Source: an optimization exercise on an open RTL-to-GDS flow (aim: small area). Production flows keep margins and buffers that such runs may drop. RTL that was checked went through simulation tests only; none was proved equivalent to the original. The RTL of run 2 was laid out without a check of its function. Power is estimated from default activity; no workload was simulated.

==> flow/flow/run.sh <==
#!/bin/bash
# Own layout flow: the standard synthesis unchanged (standard.sh synth),
# then the standard layout (standard.sh) with these changes passed to ORFS:
#  - the resizer may not use buffers larger than buf_2/clkbuf_2, so the fanout
#    trees it builds for the wide write and select nets use many small buffers
#    instead of a few very large ones;
#  - clock tree synthesis uses clkbuf_4 in clusters of at most 9 sinks within
#    40 um, without dummy loads;
#  - before the resizer's fanout repair after global placement, the buffers
#    that timing-driven global placement kept are removed and the ports are
#    buffered again (flow/pre_resize.tcl); the repair then rebuilds the buffer
#    trees aiming 0% (not 20%) below the slew and capacitance limits, and
#    repair_timing (SETUP_SLACK_MARGIN 0.5 in config.mk) restores setup slack;
#  - from global routing on the resizer aims 20% below the limits again, so
#    the repair after global routing restores the usual margin.
# ORFS keeps each tool's full log under orfs/logs; make's own output goes to
# synth.log, place.log and route.log in this folder.
set -uo pipefail
bash standard.sh synth > synth.log 2>&1 || exit 1
DU="sky130_fd_sc_hd__probe_p_8 sky130_fd_sc_hd__probec_p_8 sky130_fd_sc_hd__lpflow_bleeder_1 sky130_fd_sc_hd__lpflow_clkbufkapwr_1 sky130_fd_sc_hd__lpflow_clkbufkapwr_16 sky130_fd_sc_hd__lpflow_clkbufkapwr_2 sky130_fd_sc_hd__lpflow_clkbufkapwr_4 sky130_fd_sc_hd__lpflow_clkbufkapwr_8 sky130_fd_sc_hd__lpflow_clkinvkapwr_1 sky130_fd_sc_hd__lpflow_clkinvkapwr_16 sky130_fd_sc_hd__lpflow_clkinvkapwr_2 sky130_fd_sc_hd__lpflow_clkinvkapwr_4 sky130_fd_sc_hd__lpflow_clkinvkapwr_8 sky130_fd_sc_hd__lpflow_decapkapwr_12 sky130_fd_sc_hd__lpflow_decapkapwr_3 sky130_fd_sc_hd__lpflow_decapkapwr_4 sky130_fd_sc_hd__lpflow_decapkapwr_6 sky130_fd_sc_hd__lpflow_decapkapwr_8 sky130_fd_sc_hd__lpflow_inputiso0n_1 sky130_fd_sc_hd__lpflow_inputiso0p_1 sky130_fd_sc_hd__lpflow_inputiso1n_1 sky130_fd_sc_hd__lpflow_inputiso1p_1 sky130_fd_sc_hd__lpflow_inputisolatch_1 sky130_fd_sc_hd__lpflow_isobufsrc_1 sky130_fd_sc_hd__lpflow_isobufsrc_16 sky130_fd_sc_hd__lpflow_isobufsrc_2 sky130_fd_sc_hd__lpflow_isobufsrc_4 sky130_fd_sc_hd__lpflow_isobufsrc_8 sky130_fd_sc_hd__lpflow_isobufsrckapwr_16 sky130_fd_sc_hd__lpflow_lsbuf_lh_hl_isowell_tap_1 sky130_fd_sc_hd__lpflow_lsbuf_lh_hl_isowell_tap_2 sky130_fd_sc_hd__lpflow_lsbuf_lh_hl_isowell_tap_4 sky130_fd_sc_hd__lpflow_lsbuf_lh_isowell_4 sky130_fd_sc_hd__lpflow_lsbuf_lh_isowell_tap_1 sky130_fd_sc_hd__lpflow_lsbuf_lh_isowell_tap_2 sky130_fd_sc_hd__lpflow_lsbuf_lh_isowell_tap_4"
DU="$DU sky130_fd_sc_hd__buf_4 sky130_fd_sc_hd__buf_6 sky130_fd_sc_hd__buf_8 sky130_fd_sc_hd__buf_12 sky130_fd_sc_hd__buf_16"
DU="$DU sky130_fd_sc_hd__bufbuf_8 sky130_fd_sc_hd__bufbuf_16 sky130_fd_sc_hd__bufinv_8 sky130_fd_sc_hd__bufinv_16"
DU="$DU sky130_fd_sc_hd__clkbuf_4 sky130_fd_sc_hd__clkbuf_8 sky130_fd_sc_hd__clkbuf_16"
CTS="-sink_clustering_enable -repair_clock_nets -buf_list sky130_fd_sc_hd__clkbuf_4"
CTS="$CTS -sink_clustering_size 9 -sink_clustering_max_diameter 40 -dont_use_dummy_load"
bash standard.sh "DONT_USE_CELLS=$DU" "CTS_ARGS=$CTS" SLEW_MARGIN=0 CAP_MARGIN=0 "PRE_RESIZE_TCL=$PWD/flow/pre_resize.tcl" cts > place.log 2>&1 || exit 1
bash standard.sh "DONT_USE_CELLS=$DU" "CTS_ARGS=$CTS" SLEW_MARGIN=20 CAP_MARGIN=20 finish > route.log 2>&1 || exit 1
==> flow/flow/pre_resize.tcl <==
# Undo the fanout repair that timing-driven global placement kept, keeping
# every port buffered, so that repair_design below rebuilds the buffer trees
# with this flow's margins.
remove_buffers
buffer_ports
==> flow/standard.sh <==
#!/bin/bash
# synth_recipe.tcl (not shown) runs the flow's synth.tcl, then flattens the netlist and writes it again
# the make line also repeats each setting of config.mk as NAME=value (left out here)
make -C /OpenROAD-flow-scripts/flow DESIGN_CONFIG=/design/flow/config.mk WORK_HOME=/design/flow/orfs CLKGATE_MAP_FILE= SYNTH_SCRIPT=/design/flow/synth_recipe.tcl "${@:-finish}"
==> flow/config.mk <==
export PLATFORM = sky130hd
export DESIGN_NAME = tlb
export DESIGN_NICKNAME = tlb
export VERILOG_FILES = /design/flow/design.v
export SDC_FILE = /design/flow/constraint.sdc
export NUM_CORES = 4
export LEC_CHECK = 0
export CAP_MARGIN = 20
export CORE_MARGIN = 2
export CORE_UTILIZATION = 40
export CTS_BUF_LIST = sky130_fd_sc_hd__clkbuf_4
export CTS_CLUSTER_DIAMETER = 40
export CTS_CLUSTER_SIZE = 9
export PLACE_DENSITY = 0.75
export SETUP_SLACK_MARGIN = 0.5
export SLEW_MARGIN = 20
export SYNTH_HIERARCHICAL = 1
export SYNTH_MEMORY_MAX_BITS = 16384
export SYNTH_MINIMUM_KEEP_SIZE = 0
==> flow/constraint.sdc <==
create_clock -name core_clock -period 8.0 [get_ports {clk}]
set_input_delay 1.6000 -clock core_clock [delete_from_list [all_inputs] [get_ports {clk}]]
set_output_delay 1.6000 -clock core_clock [all_outputs]
set_load 0.01 [all_outputs]
==> flow/design.v <==
module tlb_hold (
    input  wire q,
    input  wire d,
    input  wire en,
    input  wire en_n,
    output wire y
);
    assign y = (q & en_n) | (d & en);
endmodule
module tlb_rd2 (
    input  wire [1:0] sel_n,
    input  wire [1:0] d,
    output wire       y_n
);
    assign y_n = ~((sel_n[0] | d[0]) & (sel_n[1] | d[1]));
endmodule
module tlb_rd8 (
    input  wire [3:0] p_n,
    output wire       y_n
);
    assign y_n = |p_n;
endmodule
module tlb_rdcol (
    input  wire [31:0] sel_n,
    input  wire [31:0] d,
    output wire        y
);
    wire [15:0] p_n;
    wire [3:0]  q_n;
    genvar i;
    generate
        for (i = 0; i < 16; i = i + 1) begin : g_p
            tlb_rd2 u_p (.sel_n(sel_n[i*2 +: 2]), .d(d[i*2 +: 2]), .y_n(p_n[i]));
        end
        for (i = 0; i < 4; i = i + 1) begin : g_q
            tlb_rd8 u_q (.p_n(p_n[i*4 +: 4]), .y_n(q_n[i]));
        end
    endgenerate
    assign y = ~|q_n;
endmodule
module tlb (
    input wire clk, reset,
    input wire [31:0] vaddr,
    output reg [31:0] paddr,
    output reg hit,
    input wire mmu_update_request,
    input wire [31:0] mmu_paddr
);
    localparam SETS = 32;
    localparam WAYS = 4;
    localparam LINES = SETS * WAYS;
    localparam TW = 15;
    localparam PW = 20;
    localparam EW = TW + PW;             
    localparam RW = EW * WAYS + 3;       
    wire [TW-1:0] tag   = vaddr[31:17];
    wire [4:0]    idx   = vaddr[16:12];
    wire [PW-1:0] ppage = mmu_paddr[31:12];
    reg [EW*LINES-1:0] ents;
    reg [3*SETS-1:0]   cnts;
    wire [SETS-1:0] ssel   = 32'b1 << idx;
    wire [SETS-1:0] ssel_n = ~ssel;
    wire [RW*SETS-1:0] rows;
    wire [RW-1:0]      rd;
    genvar gs, gc;
    generate
        for (gs = 0; gs < SETS; gs = gs + 1) begin : g_row
            assign rows[gs*RW +: RW] = {cnts[gs*3 +: 3], ents[gs*WAYS*EW +: WAYS*EW]};
        end
        for (gc = 0; gc < RW; gc = gc + 1) begin : g_col
            wire [SETS-1:0] col;
            for (gs = 0; gs < SETS; gs = gs + 1) begin : g_bit
                assign col[gs] = rows[gs*RW + gc];
            end
            tlb_rdcol u_rd (.sel_n(ssel_n), .d(col), .y(rd[gc]));
        end
    endgenerate
    wire [2:0] scnt = rd[EW*WAYS +: 3];
    wire [WAYS-1:0] valid;
    assign valid[3] = scnt != 3'd0;
    assign valid[2] = scnt[2] | scnt[1];
    assign valid[1] = scnt[2] | (scnt[1] & scnt[0]);
    assign valid[0] = scnt[2];
    wire full = scnt[2];
    wire [WAYS-1:0] match;
    genvar w;
    generate
        for (w = 0; w < WAYS; w = w + 1) begin : g_match
            assign match[w] = valid[w] && (rd[w*EW +: TW] == tag);
        end
    endgenerate
    wire any = |match;
    reg [PW-1:0] hit_ppn;
    integer k;
    always @* begin
        hit_ppn = 0;
        for (k = 0; k < WAYS; k = k + 1)
            hit_ppn = hit_ppn | ({PW{match[k]}} & rd[k*EW + TW +: PW]);
    end
    wire [WAYS-1:0] fillw = {scnt == 3'd0, scnt == 3'd1, scnt == 3'd2, scnt == 3'd3 | full};
    wire [WAYS-1:0] target = any ? match : fillw;
    wire wr = mmu_update_request & ~reset;
    wire inc = wr & ~any & ~full;
    wire [EW-1:0] wdata = {ppage, tag};
    wire [EW*LINES-1:0] ents_d;
    genvar e, b;
    generate
        for (e = 0; e < LINES; e = e + 1) begin : g_ent
            wire wen   = wr & ssel[e/WAYS] & target[e%WAYS];
            wire wen_n = ~wen;
            for (b = 0; b < EW; b = b + 1) begin : g_b
                tlb_hold u_h (.q(ents[e*EW + b]), .d(wdata[b]), .en(wen), .en_n(wen_n),
                              .y(ents_d[e*EW + b]));
            end
        end
    endgenerate
    always @(posedge clk)
        ents <= ents_d;
    integer i;
    always @(posedge clk)
        for (i = 0; i < SETS; i = i + 1)
            if (reset)
                cnts[i*3 +: 3] <= 3'd0;
            else if (inc && ssel[i])
                cnts[i*3 +: 3] <= scnt + 3'd1;
    always @(posedge clk) begin
        if (reset || mmu_update_request) begin
            hit   <= 1'b0;
            paddr <= 32'h0;
        end else begin
            hit   <= any;
            paddr <= any ? {hit_ppn, vaddr[11:0]} : 32'h0;
        end
    end
endmodule
==> reports/results.ini, run 1 <==
[synth]
synth_area_leaders = dfxtp_1 (59%), a22o_1 (25%), o22ai_1 (9.1%), or4_1 (2.7%), nor4_2 (1.1%)
synth_seq_cells = 4609
synth_most_common_cell = dfxtp_1
ys.flop_type = dfxtp_1
synth.distinct_cells = 40
synth_area_um2 = 157000
synth_top_area_share = 0.587
yosys-top-cells-count = dfxtp_1 (4609), a22o_1 (4480), o22ai_1 (2288)
netlist_instances = 13000
yosysWarnings = 7
synth_top_area_cell = dfxtp_1
synth_seq_area_share = 0.587
syn_nets = 13100
synth.avg_cell_area_um2 = 12.1
synthArstFlopShare = 0
synth_edf_count = 0

[clocking]
hold_buffers = 0
cts_buffer_depth = 4
clk_latency_ns = 1.77
cts.sinks = 4609
clock-root-buffer = clkbuf_4
cts-htree-levels = 6
clk_pin_slew_ns = 0.09
cts_buffers = 612
cts_tree = built

[global_routing]
grt-ovfl-total = 0
grt_pass1_vias = 129000
grt_usage = 0.310
grtUsageMet1 = 0.382
grt.busiest_layer = met2
antenna_found_initial = 26
grt_use_met3 = 0.123
grt_pass1_wl_mm = 923
grt_max_degree = 146
use_met2 = 0.430

[timing]
min_period_ns = 7.65
final-hold-violation-count = 0
setup_violations = 0
skew_ns = 0.235
setup_slack_ns = 0.353
finalSetupTns_ns = 0
rsz0062_at_grt = no
finalCritPeriodShare = 0.956
timing.fmax_ghz = 0.131
worstMarginPinSlew_ns = 1.45
slew_headroom = 0.0314
slew_viol_final = 0

[critical_path]
cpPeakStageDelay_ns = 0.86
critPathMostFrequentCell = buf_2
cp.required_ns = 9.46
cpLargestDelayFamily = simple AND/OR/NAND/NOR gates
setup.worst_path.end_class = flip-flop
reg2regPathDepth = 11
worstSetupPathType = in2reg
crit_path_cell_trace = clkbuf_2, nor3_4, buf_2, buf_1, nand2_8, o22ai_1, or4_1, nor4_4, inv_1, ha_1, nor4_1, and4_1, o41a_4, buf_2, nor2_4, a22o_1
critPathLaunchType = input port
cp_num_buf_inv = 5
worstPathMaxFanout = 73
path_depth = 16
slowest_stage = and4_1
arrival_ns = 9.11

[die]
dieArea_um2 = 398000
dieWidth_um = 631
ios = 100
rows = 230
chipHeight_um = 631
coreArea_um2 = 392000
start_util = 0.401

[status]
outcome = finished clean

[route]
vias_per_cell = 7.26
route.detailed.drc = 0
dr.first_iter.drc_count = 20200
wl_per_cell_um = 34.3
routed_wl_mm = 657
vias = 139000
final_antenna_net_count = 0
firstDrtPassIters = 11

[pwr]
p_per_area_nw_per_um2 = 240
peakVddDrop_mv = 0.148
finalPower_mw = 41.5
p_leak_nw = 67.4

[placed_design]
port_buffers = 87
pre_cts_slack_ns = -2.96
hpwlAfterDp_mm = 353
gp_congestion = 1.08

[cells_and_area]
area_growth_pct = 10.2
drive_gt1_frac = 0.105
layout.nets = 14000

[worst_hold_path]
min_path_type = in2reg
worstHoldPathCells = 2

[job]
max-cap-violations = 0

[power breakdown]
part / switching [mW] / leakage, nW / total, mW / internal [mW]
registers: 0.961 / 37.4 / 25.7 / 24.7
clock network: 7.66 / 2.82 / 11.2 / 3.51
logic: 2.58 / 27.2 / 4.66 / 2.07
total: 11.2 / 67.4 / 41.5 / 30.3
[state kept, by name, indices dropped and copies added, names as in the netlist]
| name | cells |
|---|---|
| cnts | 96 |
| ents | 4480 |
| hit | 1 |
| paddr | 32 |
[modules after synthesis, one instance, submodules excluded]
module,cell area [um^2],flops+latches
tlb,97500,4609
tlb_rd2,6.26,0
tlb_rdcol,12.5,0
tlb_rd8,7.51,0
tlb_hold,8.76,0
[stage by stage]
stage / area (um^2) / hold slack, ns / utilization / instances
2_1_floorplan: 157000 / 0.449 / - / 13000
3_3_place_gp: 171000 / 0.461 / 0.437 / 19500
3_5_place_dp: 167000 / 0.466 / 0.425 / 18400
4_1_cts: 172000 / 0.246 / 0.440 / 19100
5_1_grt: 173000 / 0.316 / 0.442 / 19200
6_report: 173000 / 0.277 / 0.442 / 19200
[worst register-to-register path, cell delays in order (launching register included)]
cell	delay [ns]
dfxtp_1	0.34
o22ai_1	0.10
or4_1	0.64
nor4_4	0.58
inv_1	0.40
ha_1	0.56
nor4_1	0.44
and4_1	0.86
o41a_4	0.48
buf_2	0.81
nor2_4	0.41
a22o_1	0.34
[cell type report]
class                      instances  area (um^2)
sequential                      4609        92300
timing repair buffer             354         2000
fill                           35900       218000
clock buffer                     612         4590
inverter                           8         30.0
multi-input combinational       8347        67700
antenna                           27         67.6
tap                             5220         6530
[cell usage in the layout, fill, tap and decap left out, types with 12 or more instances in the layout]
master           instances
a21oi_1                 20
a22o_1                4480
a22oi_1                 38
and2_1                  12
buf_1                   21
buf_2                  277
clkbuf_4               612
clkdlybuf4s50_1         46
dfxtp_1               4609
diode_2                 27
mux2i_1                 96
nand2_2                104
nand2_4                 41
nand2_8                 65
nand2b_1                98
nand3_1                 20
nand3_2                 12
nand4_1                 38
nor2_1                  34
nor2_2                  26
nor2_4                 143
nor4_2                 140
o22ai_1               2288
or4_1                  572
xnor2_1                 18
xor2_1                  42
[path summary, 6_finish.rpt]
| path | from | end | slack, ns |
|---|---|---|---|
| worst max-delay path | vaddr[14] | ents[2350]$_DFF_P_ | 0.35 |
| worst max register to register | cnts[32]$_SDFFE_PP0P_ | ents[2350]$_DFF_P_ | 1.88 |
| worst min register to register | cnts[2]$_SDFFE_PP0P_ | cnts[2]$_SDFFE_PP0P_ | 0.48 |
| worst min-delay path | vaddr[26] | ents[1724]$_DFF_P_ | 0.28 |
[routing by layer]
layer | part of all wire | wire, um
met1 | 0.36 | 237000
met2 | 0.40 | 260000
met3 | 0.15 | 99200
met4 | 0.089 | 58400
met5 | 0.0029 | 1900
[cells by family (layout without fill, tap and decap cells)]
family                   count (synthesis)  after routing  share of synthesized area
AO/OA/AOI/OAI                         6838           6838                      0.344
adder cells (fa/ha/maj)                  5              5                   0.000398
XOR/XNOR                                60             60                    0.00335
other                                    0             27                          0
buffers and inverters                  100            974                    0.00264
AND/OR/NAND/NOR                       1283           1348                     0.0557
flip-flops                            4609           4609                      0.587
multiplexers                            96             96                    0.00612
[timing repair]
item,4_1_cts,5_1_grt
endpoints found under the setup margin,4560,4551
gates resized for setup,90,15
gates cloned,61,9
setup buffers,47,23
pin swaps,46,10
==> inputs of run 2 (changes only) <==
==> flow/design.v (replaced) <==
module tlb (
    input wire clk, reset,
    input wire [31:0] vaddr,
    output reg [31:0] paddr,
    output reg hit,
    input wire mmu_update_request,
    input wire [31:0] mmu_paddr
);
    localparam SETS = 32;                
    localparam ASSOCIATIVITY = 4;        
    localparam LINES = SETS * ASSOCIATIVITY;
    localparam TAG_WIDTH = 15;           
    localparam PPAGE_WIDTH = 20;         
    localparam VALID_BIT = 1;
    localparam WIDTH = TAG_WIDTH + PPAGE_WIDTH + VALID_BIT;  
    reg [WIDTH-1:0] tlb_mem [0:LINES-1];  
    wire [14:0] tag         = vaddr[31:17];      
    wire [4:0]  idx         = vaddr[16:12];      
    wire [6:0]  base_index  = {idx, 2'b00};
    wire [19:0] ppage_mmu   = mmu_paddr[31:12];
    reg [6:0] target_idx;
    reg found;
    always @(posedge clk) begin
        hit = 0;
        paddr = 32'h0;
        if (reset)
            for (int i = 0; i < LINES; i = i + 1)
                tlb_mem[i] <= 0;
        else if (mmu_update_request) begin
            target_idx = base_index;
            found = 0;
            for (int W = 0; W < ASSOCIATIVITY; W = W + 1) begin
                if (!found) begin
                    if (tlb_mem[base_index + W][0] && (tlb_mem[base_index + W][35:21] == tag)) begin
                        target_idx = base_index + W;
                        found = 1;
                    end
                    else if (!tlb_mem[base_index + W][0])
                        target_idx = base_index + W;
                end
            end
            tlb_mem[target_idx] <= {tag, ppage_mmu, 1'b1};
        end
        else
            for (int W = 0; W < ASSOCIATIVITY; W = W + 1)
                if (!hit && tlb_mem[base_index + W][0] && (tlb_mem[base_index + W][35:21] == tag)) begin
                    hit = 1;
                    paddr = {tlb_mem[base_index + W][20:1], vaddr[11:0]};  
                end
    end
endmodule
==> flow/run.sh (new file) <==
#!/bin/bash
# synth_recipe.tcl (not shown) runs the flow's synth.tcl, then flattens the netlist and writes it again
# the make line also repeats each setting of config.mk as NAME=value (left out here)
make -C /OpenROAD-flow-scripts/flow DESIGN_CONFIG=/design/flow/config.mk WORK_HOME=/design/flow/orfs CLKGATE_MAP_FILE= SYNTH_SCRIPT=/design/flow/synth_recipe.tcl finish
==> flow/config.mk (replaced) <==
export PLATFORM = sky130hd
export DESIGN_NAME = tlb
export DESIGN_NICKNAME = tlb
export VERILOG_FILES = /design/flow/design.v
export SDC_FILE = /design/flow/constraint.sdc
export NUM_CORES = 4
export LEC_CHECK = 0
export CAP_MARGIN = 20
export CORE_MARGIN = 2
export CORE_UTILIZATION = 40
export PLACE_DENSITY = 0.6
export SLEW_MARGIN = 20
export SYNTH_MEMORY_MAX_BITS = 16384
removed: flow/flow/run.sh
removed: flow/flow/pre_resize.tcl
removed: flow/standard.sh
==> run 2 against run 1 <==
Net effect: still clean; register-to-register slack better by 0.83 ns; fmax increased by 16%; clock power up 100%; via count decreased by 9.5%; worst hold slack improved by 0.17 ns; worst setup slack improved by 1.1 ns; die area up 35%; synthesized area up 35%; largest cell class unchanged.
==> reports/results.ini, run 2 <==
[synth]
synth_seq_cells = 4641
synthArstFlopShare = 0
synth_top_area_share = 0.633
yosysWarnings = 1
synth_edf_count = 4480
syn_nets = 14200
synth_seq_area_share = 0.648
synth.distinct_cells = 65
synth_top_area_cell = edfxtp_1
synth_most_common_cell = edfxtp_1
synth_area_leaders = edfxtp_1 (63%), mux4_2 (9.5%), and2_1 (6.8%), and3_1 (6.7%), mux2i_1 (4.2%)
yosys-top-cells-count = edfxtp_1 (4480), and2_1 (2319), and3_1 (2275)
synth_area_um2 = 212000
ys.flop_type = edfxtp_1
synth.avg_cell_area_um2 = 15.0
netlist_instances = 14200

[critical_path]
worstPathMaxFanout = 33
cp_num_buf_inv = 3
worstSetupPathType = in2reg
setup.worst_path.end_class = flip-flop
arrival_ns = 7.33
cp.required_ns = 8.76
slowest_stage = o32ai_1
crit_path_cell_trace = buf_8, nand2b_4, o22ai_1, o32ai_1, o211ai_1, xnor2_1, nand2_1, or4_1, o31a_1, nand3_4, buf_12, nor3_4, or2_2, buf_12
critPathMostFrequentCell = buf_12
critPathLaunchType = input port
cpPeakStageDelay_ns = 0.92
cpLargestDelayFamily = simple AND/OR/NAND/NOR gates

[clocking]
cts_setup_buffers = 0
cts-htree-levels = 5
cts_resized = 0
cts.sinks = 4641
clk_pin_slew_ns = 0.06
clock-root-buffer = clkbuf_16
cts_buffer_depth = 4
cts_tree = built
clk_latency_ns = 1.09
hold_buffers = 0
cts_buffers = 483

[placed_design]
port_buffers = 87
gp_congestion = 0.893
hpwlAfterDp_mm = 400

[die]
rows = 267
start_util = 0.402
ios = 100
dieArea_um2 = 537000
chipHeight_um = 733
coreArea_um2 = 529000
dieWidth_um = 733

[timing]
finalSetupTns_ns = 0
setup_violations = 0
worstMarginPinSlew_ns = 1.20
final-hold-violation-count = 0
timing.fmax_ghz = 0.152
min_period_ns = 6.57
slew_headroom = 0.203
finalCritPeriodShare = 0.821
slew_viol_final = 0
skew_ns = 0.142
rsz0062_at_grt = no

[global_routing]
grt-ovfl-total = 0
grt_usage = 0.249
grt_pass1_wl_mm = 963
grt_max_degree = 205
grt_pass1_vias = 123000
antenna_found_initial = 65

[cells_and_area]
nFillCells = 45600
regMostFlops = tlb_mem
area_growth_pct = 12.6
final_cell_mix = edfxtp_1 (4480), and2_1 (2317), and3_1 (2275), mux2i_1 (902), mux4_2 (892)
largest_reg_flops = 4608
drive_gt1_frac = 0.187
layout.nets = 13800
layout_commonest_cell = edfxtp_1

[route]
dr.first_iter.drc_count = 17000
wl_per_cell_um = 32.5
route.detailed.drc = 0
routed_wl_mm = 689
vias_per_cell = 5.95
vias = 126000
firstDrtPassIters = 8
final_antenna_net_count = 0

[pwr]
finalPower_mw = 54.8
p_leak_nw = 94.9
p_per_area_nw_per_um2 = 229
peakVddDrop_mv = 0.245

[worst_hold_path]
min_path_type = reg2reg

[status]
outcome = finished clean

[job]
max-cap-violations = 0

## run 2: worst register-to-register path, cell delays in order (launching register included)
cell and delay (ns):
edfxtp_1 0.36, mux4_2 0.47, mux2_2 0.34, o22ai_1 0.58
a221oi_1 0.15, xnor2_1 0.30, nand4_1 0.52, o31a_1 0.54
nand3_4 0.22, buf_12 0.22, nor3_4 0.82, or2_2 0.33
buf_12 0.19
## run 2: cell families after synthesis
family | after synthesis | share of synthesized area
XOR/XNOR | 52 | 0.00214
buffers and inverters | 1733 | 0.0359
AO/OA/AOI/OAI | 841 | 0.0262
flip-flops | 4641 | 0.648
AND/OR/NAND/NOR | 5044 | 0.148
multiplexers | 1847 | 0.140
## run 2: power breakdown
group	switching (mW)	internal, mW
clock	9.84	13.0
combinational	2.82	1.39
sequential	0.231	27.5
total	12.9	41.9
## run 2: stage by stage
step                      utilization  cells  area [um^2]  setup WS (ns)  hold WS (ns)
final                           0.453  21200       239000           1.43         0.450
after global routing            0.452  21200       239000           1.36         0.462
after CTS                       0.452  21200       239000           1.73         0.452
after detailed placement        0.422  20300       223000          0.575         0.438
after global placement          0.422  20300       223000          0.533         0.431
after floorplan                     -  14200       212000          0.512         0.421
## run 2: final timing paths
kind                                                endpoint  slack, ns                    startpoint  cells past startpoint
worst max-delay path               tlb_mem[79][29]$_DFFE_PP_       1.43                     vaddr[14]                     14
worst min-delay path            tlb_mem[124][0]$_SDFFE_PP1P_       0.45  tlb_mem[124][0]$_SDFFE_PP1P_                      1
worst max register to register     tlb_mem[79][29]$_DFFE_PP_       2.71    tlb_mem[121][32]$_DFFE_PP_                     12
worst min register to register  tlb_mem[124][0]$_SDFFE_PP1P_       0.45  tlb_mem[124][0]$_SDFFE_PP1P_                      1
## run 2: final cells by class
cell class / count / area [um^2] / share of cell area
antenna: 29 / 72.6 / 0.000303
clock buffer: 623 / 12900 / 0.0539
clock inverter: 280 / 2950 / 0.0123
inverter: 5 / 31.3 / 0.000131
multi-input combinational: 7784 / 67500 / 0.282
sequential: 4641 / 138000 / 0.576
tap: 6994 / 8750 / 0.0366
timing repair buffer: 840 / 9360 / 0.0391
## run 2: metal layers
metal  track usage  vias up  share of wire
met5     0.0000890        -       0.000055
met4         0.102        6          0.045
met1         0.345    65900           0.40
li1              -    52800              -
met2         0.385     6308           0.45
met3        0.0518     1073          0.099

-- separate check: timing with driven ports --
Ports are ideal in the flow. The routed layouts listed here were re-timed in OpenROAD.
Step 1: set_driving_cell puts a clkbuf_16 on clk and a buf_2 on each other input, an assumption about the parent block.
Step 2 also shifts input and output timing later by t, the mid clock arrival at the registers, as if the neighbouring blocks saw the same clock.
Three values: ideal, step 1, step 2; two values: the first two.
run	t (ns)	slack for setup (ns)	worst setup path after step 2	slew at the worst register clock pin (ns)	worst slew at a driven data input, ns
run 1	1.736	0.353 / 0.406 / -1.330	input to register	0.11 / 0.11	0.04
run 2	1.139	1.432 / 1.501 / 0.362	input to register	0.07 / 0.07	0.21
With both steps, setup timing fails in run 1, where it was met with ideal ports. For run 1, which loses most, drivers alone change the setup slack by +0.053 ns; drivers and shift together by -1.683 ns.
